From an optimization exercise on the open Yosys and OpenROAD flow, aimed at small area, a short achievable clock period and few clock cycles; shortcuts taken in it are not production practice.
RTL that was checked went through simulation tests only; none was proved equivalent to the original.
Power is estimated from default activity; no workload was simulated.

Design cpu, start of the top module:
module cpu(Clk, Reset_N, readM1, address1, data1, readM2, writeM2, address2, data2_in, data2_out, num_inst, output_port, is_halted);
	input Clk;
	input Reset_N;
	output readM1;
	output [16-1:0] address1;
	input [64-1:0] data1;
	output readM2;
	output writeM2;
	output [16-1:0] address2;
	input [64-1:0] data2_in;
	output [64-1:0] data2_out;
	output [16-1:0] num_inst;
	output [16-1:0] output_port;
	output is_halted;
	reg [15:0] pc;               
	reg [63:0] s0, s1;
	reg vs0, vs1;                
	reg pa0, pa1;                
	reg pb0, pb1;                
	reg [13:0] ra;               
	reg rqv, rqs;                
	assign readM1 = rqv;
	assign address1 = {ra, 2'b00};
	wire cur = pc[2];
	wire [13:0] cl = pc[15:2];
	wire [13:0] cl1 = cl + 14'd1;
	wire [13:0] cl2 = cl + 14'd2;
	wire vcur = cur ? vs1 : vs0;
	wire acur = cur ? pb1 : pb0;
	wire [63:0] scur = cur ? s1 : s0;
	reg [15:0] wbuf, warr;
	always @(*) begin
		case (pc[1:0])
			2'd0: begin wbuf = scur[63:48]; warr = data1[63:48]; end
			2'd1: begin wbuf = scur[47:32]; warr = data1[47:32]; end
			2'd2: begin wbuf = scur[31:16]; warr = data1[31:16]; end
			default: begin wbuf = scur[15:0]; warr = data1[15:0]; end
		endcase
	end
	wire f_have = vcur || acur;
	wire [15:0] fw = vcur ? wbuf : warr;
	wire f_jmp = vcur && ((wbuf[15:12] == 4'd9) || (wbuf[15:12] == 4'd10));
	wire [15:0] f_jtgt = {pc[15:12], wbuf[11:0]};
	wire f_jsame = (wbuf[11:2] == cl[9:0]);
	wire f_jnext = (wbuf[11:2] == cl1[9:0]) && (cl1[13:10] == pc[15:12]);
	reg [15:0] ir;
	reg xv;
	reg xpd;                     
	reg [15:0] xl;               
	reg m1v, m1w, m1ld, m1st, m1hlt;
	reg [1:0] m1rd, m1rs, m1rt;
	reg [15:0] m1res;
	reg m2v, m2w, m2ld, m2st, m2hlt;
	reg [1:0] m2rd, m2rs, m2rt;
	reg [15:0] m2res;
	reg m3v, m3w, m3ld, m3st, m3hlt;
	reg [1:0] m3rd, m3rs, m3rt;
	reg [15:0] m3res;
  ...
make LEC_CHECK=0 ABC_CLOCK_PERIOD_IN_PS=3000 CAP_MARGIN=20 CORE_MARGIN=2 CORE_UTILIZATION=40 SETUP_SLACK_MARGIN=5 SLEW_MARGIN=20 SYNTH_MEMORY_MAX_BITS=16384 finish   # period 12.0 ns
run.sh (not shown) runs the stock make flow with config.mk's settings and CLKGATE_MAP_FILE= SYNTH_SCRIPT=/design/flow/synth_recipe.tcl, a recipe that flattens the netlist after the stock synthesis.
Edit:
SETUP_SLACK_MARGIN = default   (was 5)
Synthesized cell count is unchanged.
Clock power is about the same.
Total power shrinks by 0.47%.
Worst setup slack loses 600 ps.
Core utilization shrinks by 0.17 points.
Routed wire length stays flat.
No run of this note included a check of the RTL's function; only the layout flow was run.

---

nickel:
cpu, a different RTL version from the one above (not shown whole).
Size in the first run: about 500 flip-flops, ~260 I/O pins.
==> flow/config.mk <==
export PLATFORM = sky130hd
export DESIGN_NAME = cpu
export DESIGN_NICKNAME = cpu
export VERILOG_FILES = /design/flow/design.v
export SDC_FILE = /design/flow/constraint.sdc
export NUM_CORES = 4
export LEC_CHECK = 0
export ABC_CLOCK_PERIOD_IN_PS = 3000
export CAP_MARGIN = 20
export CORE_MARGIN = 2
export CORE_UTILIZATION = 40
export SETUP_SLACK_MARGIN = 5
export SLEW_MARGIN = 20
export SYNTH_MEMORY_MAX_BITS = 16384
==> flow/constraint.sdc <==
create_clock -name core_clock -period 12.0 [get_ports {Clk}]
set_input_delay 2.4000 -clock core_clock [delete_from_list [all_inputs] [get_ports {Clk}]]
set_output_delay 2.4000 -clock core_clock [all_outputs]
set_load 0.01 [all_outputs]
standard.sh (not shown) runs the stock make flow with config.mk's settings and CLKGATE_MAP_FILE= SYNTH_SCRIPT=/design/flow/synth_recipe.tcl, a recipe that flattens the netlist after the stock synthesis.
==> flow/flow/run.sh <==
#!/bin/bash
# The standard layout, with timing repair aimed at a shorter period than
# the clock constraint (the constraint itself is unchanged).
bash standard.sh SETUP_SLACK_MARGIN=7.9 finish > standard.log 2>&1
Testbench counts of nickel, summed over its fixed seeds: cycles 9,944.
### nickel -> juniper
# nickel
export LEC_CHECK = 0
export ABC_CLOCK_PERIOD_IN_PS = 3000
export CAP_MARGIN = 20
export CORE_MARGIN = 2
export CORE_UTILIZATION = 40
export SETUP_SLACK_MARGIN = 5
export SLEW_MARGIN = 20
export SYNTH_MEMORY_MAX_BITS = 16384
create_clock -name core_clock -period 12.0 [get_ports {Clk}]
# juniper
export LEC_CHECK = 0
export ABC_CLOCK_PERIOD_IN_PS = 3000
export CAP_MARGIN = 20
export CORE_MARGIN = 2
export CORE_UTILIZATION = 40
export SETUP_SLACK_MARGIN = 5
export SLEW_MARGIN = 20
export SYNTH_MEMORY_MAX_BITS = 16384
export TNS_END_PERCENT = 10
create_clock -name core_clock -period 12.0 [get_ports {Clk}]
==> flow/flow/run.sh <==
#!/bin/bash
# The standard layout, with timing repair aimed at a shorter period than
# the clock constraint (the constraint itself is unchanged).
bash standard.sh SETUP_SLACK_MARGIN=8.5 finish > standard.log 2>&1
Comparing juniper and nickel, the higher hold slack is on nickel. Summary of the comparison: final critical delay including setup and external delays is higher in juniper, relative to nickel. juniper: count of clock-buffer cells in the layout 7 below nickel. On juniper: wire length per cell after detailed routing is 0.98% higher than what nickel gave.
What delta does differently from juniper at the input level:
# juniper
export LEC_CHECK = 0
export ABC_CLOCK_PERIOD_IN_PS = 3000
export CAP_MARGIN = 20
export CORE_MARGIN = 2
export CORE_UTILIZATION = 40
export SETUP_SLACK_MARGIN = 5
export SLEW_MARGIN = 20
export SYNTH_MEMORY_MAX_BITS = 16384
export TNS_END_PERCENT = 10
create_clock -name core_clock -period 12.0 [get_ports {Clk}]
# delta
export LEC_CHECK = 0
export ABC_AREA = 1
export CAP_MARGIN = 20
export CORE_MARGIN = 2
export CORE_UTILIZATION = 50
export SETUP_SLACK_MARGIN = 5
export SLEW_MARGIN = 20
export SYNTH_MEMORY_MAX_BITS = 16384
create_clock -name core_clock -period 12.0 [get_ports {Clk}]
==> flow/flow/run.sh <==
#!/bin/bash
# The standard layout, with timing repair aimed at a shorter period than
# the clock constraint (the constraint itself is unchanged).
bash standard.sh SETUP_SLACK_MARGIN=7.9 finish > standard.log 2>&1
==> comparison <==
- delta reached the end of the flow, and the finished layout is clean on the timing, DRC and antenna checks.
- Compared to juniper, the router laid down more metal wire for delta.
- For non-clock buffer count, dividing the value from juniper by the value from delta gives 1.5.
- Via count (lower): juniper
- Fraction of the mapped netlist area in simple logic gates is higher on delta
- Remaining global-route overflow came out exactly the same in delta and juniper.
- Going from juniper to delta, total power after layout grows by about 7%.
### delta -> xenon
# delta
export LEC_CHECK = 0
export ABC_AREA = 1
export CAP_MARGIN = 20
export CORE_MARGIN = 2
export CORE_UTILIZATION = 50
export SETUP_SLACK_MARGIN = 5
export SLEW_MARGIN = 20
export SYNTH_MEMORY_MAX_BITS = 16384
create_clock -name core_clock -period 12.0 [get_ports {Clk}]
# xenon
export LEC_CHECK = 0
export ABC_CLOCK_PERIOD_IN_PS = 3000
export CAP_MARGIN = 10
export CORE_MARGIN = 2
export CORE_UTILIZATION = 40
export SETUP_SLACK_MARGIN = 5
export SLEW_MARGIN = 10
export SYNTH_MEMORY_MAX_BITS = 16384
create_clock -name core_clock -period 12.0 [get_ports {Clk}]
--- outcome ---
[compare] base=delta new=xenon: synthesized area -3.4%, worst setup slack after placement -1.08 ns. In xenon the non-clock inverter total of the final layout turned out 70% lower than in delta. In the reports for xenon and delta, the smaller slack of the worst reg-to-reg path belongs to xenon. xenon vs delta — count of clock buffers in the final design climbed by a few percent. Side by side, area of the core turned out higher in xenon than in delta. The final reports for xenon and delta show fraction of synthesized cell area in xor and xnor cells higher in the former. Looking at time the worst path needs with I/O delays and setup, xenon sits above delta. Total design power was higher in delta than in xenon.
For garnet, these inputs were changed with respect to xenon:
# xenon
export LEC_CHECK = 0
export ABC_CLOCK_PERIOD_IN_PS = 3000
export CAP_MARGIN = 10
export CORE_MARGIN = 2
export CORE_UTILIZATION = 40
export SETUP_SLACK_MARGIN = 5
export SLEW_MARGIN = 10
export SYNTH_MEMORY_MAX_BITS = 16384
create_clock -name core_clock -period 12.0 [get_ports {Clk}]
# garnet
export LEC_CHECK = 0
export ABC_AREA = 1
export CAP_MARGIN = 20
export CORE_MARGIN = 2
export CORE_UTILIZATION = 30
export SETUP_SLACK_MARGIN = 5
export SLEW_MARGIN = 20
export SYNTH_MEMORY_MAX_BITS = 16384
create_clock -name core_clock -period 12.0 [get_ports {Clk}]
## What came out
In garnet, final-layout fill cell count is higher than in xenon.
Going from xenon to garnet, post-synthesis share of cell area spent on and, or, nand and nor gates climbed 14 points; hold slack moved up; cell count saw an increase; synthesis-to-finish area growth down 5.9 points; sum of met2 wire segment lengths after detailed routing went up.
In garnet, the first-iteration DRC count came out 4.6% above the value in xenon.
Higher number of buffer and inverter instances along the worst setup path goes to xenon over garnet.
What lagoon does differently from garnet at the input level:
# garnet
export LEC_CHECK = 0
export ABC_AREA = 1
export CAP_MARGIN = 20
export CORE_MARGIN = 2
export CORE_UTILIZATION = 30
export SETUP_SLACK_MARGIN = 5
export SLEW_MARGIN = 20
export SYNTH_MEMORY_MAX_BITS = 16384
create_clock -name core_clock -period 12.0 [get_ports {Clk}]
# lagoon
export LEC_CHECK = 0
export ABC_CLOCK_PERIOD_IN_PS = 3000
export CAP_MARGIN = 20
export CORE_MARGIN = 2
export CORE_UTILIZATION = 60
export SETUP_SLACK_MARGIN = 5
export SLEW_MARGIN = 20
export SYNTH_MEMORY_MAX_BITS = 16384
create_clock -name core_clock -period 12.0 [get_ports {Clk}]
==> flow/flow/run.sh <==
#!/bin/bash
# The standard layout, with timing repair aimed at a shorter period than
# the clock constraint (the constraint itself is unchanged).
bash standard.sh SETUP_SLACK_MARGIN=8.5 finish > standard.log 2>&1
Results
Comparing garnet and lagoon, the lower post-synthesis to final-layout area growth is on garnet.
lagoon vs. garnet: routed wire length picked up an extra about 0.5%, portion of total power attributed to the clock network lost 1.8 points, die area lost about 50%, net switching power of the design lost about 15%, final standard cell count with taps included and fillers excluded lost 29%.
Between lagoon and garnet, the number of I/O port buffers figures differ only marginally.
A endpoint of the most critical setup path of ra[6]$_SDFF_PN0_ is what lagoon shows, while output_port[8] belongs to garnet.

## what the ideal ports hide
Ports are ideal in the flow. The routed layouts listed here were re-timed in OpenROAD.
Step 1, drivers: a clkbuf_16 drives Clk and a buf_2 each remaining input, both assumed.
Step 2 moves the port delays by t, midway between the first and last clock arrival at a register: inputs arrive t later, outputs are due t later. That takes back most of the time a late clock gives input paths.
Three values: no drivers, after step 1, after step 2; two values: the first two.
| run | t, ns | slack for setup (ns) | worst setup path after step 2 | latest minus earliest clock arrival (ns) | cell pins on the clock port's net |
|---|---|---|---|---|---|
| the first run of note 1 | 0.664 | 5.439 / 5.439 / 5.439 | register to register | 0.021 / 0.022 | 1 |
| the second run of note 1 | 0.665 | 4.844 / 4.844 / 4.844 | register to register | 0.020 / 0.019 | 1 |
| nickel | 0.670 | 7.900 / 7.900 / 7.279 | input to register | 0.048 / 0.048 | 1 |
| juniper | 0.677 | 7.852 / 7.852 / 7.421 | input to register | 0.041 / 0.042 | 1 |
| delta | 0.680 | 7.966 / 7.900 / 7.402 | input to register | 0.013 / 0.014 | 1 |
| xenon | 0.670 | 7.900 / 7.900 / 7.279 | input to register | 0.048 / 0.048 | 1 |
| garnet | 0.702 | 7.987 / 7.920 / 7.340 | input to register | 0.049 / 0.049 | 1 |
| lagoon | 0.686 | 7.759 / 7.759 / 7.277 | input to register | 0.024 / 0.024 | 1 |
After both steps every run listed still meets setup and hold. The setup slack of garnet, which loses most, moves by -0.067 ns with the drivers and by -0.647 ns with both steps.
